This design comes from an exercise in tuning for small area and a short achievable clock period on the open sky130 flow, not from production work. In this exercise RTL edits were held to simulation tests only and were not proved equivalent to the original. Power is estimated from default activity; no workload was simulated.

build 33:
## MAF
module MAF(
    input clk,
    input  [31:0] A, B, C,
    input  [1:0]  func,
    output [63:0] Result
    );
Size in the first run: about 2,700 cells after synthesis, ~160 I/O pins, roughly 0.027 sq mm of cells after synthesis.
export LEC_CHECK = 0
export CAP_MARGIN = 20
export CORE_MARGIN = 2
export CORE_UTILIZATION = 40
export SETUP_SLACK_MARGIN = 4.2
export SLEW_MARGIN = 20
create_clock -name core_clock -period 10.0 [get_ports {clk}]
standard.sh (not shown) runs the stock make flow with config.mk's settings and CLKGATE_MAP_FILE= SYNTH_SCRIPT=/design/flow/synth_recipe.tcl, a recipe that flattens the netlist after the stock synthesis.
==> flow/flow/run.sh <==
#!/bin/bash
# Standard ORFS layout with two changes:
#  - synthesis runs `synth -noabc` (the quick generic ABC pass inside synth is
#    skipped), so extract_fa sees the RTL's XOR/majority structure and maps
#    full adders without the inverters it otherwise puts around them;
#  - extra make variables from flow/make_args.txt (e.g. the port buffer cell).
# Each tool's output goes to its own log here and under orfs/logs.
set -euo pipefail
here=$(pwd)
sed '1s/yosys synth -nofsm -noshare/yosys synth -nofsm -noshare -noabc/' synth_recipe.tcl > my_synth.tcl
grep -q -- '-noabc' my_synth.tcl
sed "s#SYNTH_SCRIPT=[^ ]*#SYNTH_SCRIPT=$here/my_synth.tcl#" standard.sh > my_standard.sh
grep -q "SYNTH_SCRIPT=$here/my_synth.tcl" my_standard.sh
extra=()
if [[ -f flow/make_args.txt ]]; then
  while IFS= read -r line; do [[ -n "$line" ]] && extra+=("$line"); done < flow/make_args.txt
fi
bash my_standard.sh "${extra[@]}" synth > synth.log 2>&1
bash my_standard.sh "${extra[@]}" finish > layout.log 2>&1
test -f out/final.def
==> flow/flow/make_args.txt <==
BUFFER_PORTS_ARGS=-buffer_cell sky130_fd_sc_hd__buf_2
## Diff of input files: build 84 against build 33
Settings: SETUP_SLACK_MARGIN changed from 4.2 to 4.0; CORE_UTILIZATION changed from 40 to 55; TNS_END_PERCENT newly set to 20.
Results
- Every run in the comparison, build 84 and build 33, completed the flow with a clean layout.
- Compared to build 33, build 84 has highest clock frequency the design can meet 3.3 MHz lower.
- Wire length after detailed routing went down by a few percent going from build 33 to build 84.
- In build 84 the met1 usage in global routing turned out 12 points higher than in build 33.
- Build 33 was routed with more vias than build 84.
- On build 84: count of buffer and inverter cells on the critical path is 2 higher than what build 33 gave.
- The endpoint of the most critical setup path comes out r_b[25] in one run and Result[61] in the other, namely in build 33 and build 84 respectively.
- Compared to build 33, build 84 has number of standard cells in the final layout excluding fillers 252 lower.
> inputs changed (build 84 -> build 16)
Settings: TNS_END_PERCENT no longer set, was 20; CORE_UTILIZATION now 65, was 55.
### Flow results
Build 16 reached the final stage; the timing, DRC and antenna checks on its layout passed.
Cells: build 16 has fewer instances than build 84
Fraction of area in registers delta (build 84 -> build 16): insignificant
When build 16 is measured against build 84, its quantity of gates resized following cts turns out about 19% lower.
When the final numbers for build 84 and build 16 were put side by side, the post-route worst setup slack turned out to be greater in build 16.
Build 84 and build 16 ended up with nearly the same total power.
Switching power essentially unchanged between build 84 and build 16.
The run with more routed wire is build 84, not build 16.
Switching part of the total power essentially unchanged between build 16 and build 84.
In build 16, number of global-route vias before repair is higher than in build 84.
Of build 84 and build 16, build 16 shows the lower finished layout cell area, with build 84 above it.

========
Setup of the baseline:
MAF again, from the RTL that the note above started with.
clock: 10.0 ns
lec_check: 0
cap_margin: 20
core_margin: 2
core_utilization: 55
setup_slack_margin: 4.0
slew_margin: 20
Scripts as last shown in full above: flow/flow/run.sh, flow/flow/make_args.txt
The baseline: done, clean on timing, DRC and antenna
Inputs modified between the baseline and the candidate:
-- flow/config.mk --
<<< the baseline, line 10
export CORE_UTILIZATION = 55
export SETUP_SLACK_MARGIN = 4.0
>>> the candidate, line 10
export CORE_UTILIZATION = 55
export PLACE_DENSITY = 0.8
export SETUP_SLACK_MARGIN = 4.0
## What came out
- Going from the baseline to the candidate, the non-clock buffer count was found to have gone down by 22.
- Going from the baseline to the candidate, post-route minimum period moved up, clock power moved up, utilization after layout increased by 0.26 points relative to the old numbers.
- There was hardly any difference in clock transition at the register clock pins on the worst setup and hold paths after CTS between the baseline and the candidate.
- Compared with the baseline, the candidate shows a lower post-CTS resize count.

separate check: timing with driven ports:
The results above use ideal ports. As a check the final layouts listed here were re-extracted and re-timed, cells and wires unchanged. Step 1 (the two cells are an assumption about what drives the block):
set clk [get_ports {clk}]
set_driving_cell -lib_cell sky130_fd_sc_hd__clkbuf_16 $clk
set_driving_cell -lib_cell sky130_fd_sc_hd__buf_2 [delete_from_list [all_inputs] $clk]
Step 2 times the ports against the registers' clock, not the clock port: input delays grow and output delays shrink by t, the midpoint of the rising clock arrivals with the driver on. a / b / c = ideal / step 1 / step 2; a / b = the first two.
| run | shift t [ns] | setup WS [ns] | pins driven straight from the clock port |
|---|---|---|---|
| build 33 | 0.561 | 4.120 / 4.146 / 3.585 | 1 |
| build 84 | 0.548 | 4.003 / 3.939 / 3.474 | 1 |
| build 16 | 0.556 | 4.031 / 4.019 / 3.476 | 1 |
| the baseline | 0.546 | 4.031 / 3.971 / 3.529 | 1 |
| the candidate | 0.523 | 3.950 / 3.954 / 3.431 | 1 |
After both steps every run listed still meets setup and hold. The setup slack of build 16, which loses most, moves by -0.012 ns with the drivers and by -0.555 ns with both steps.
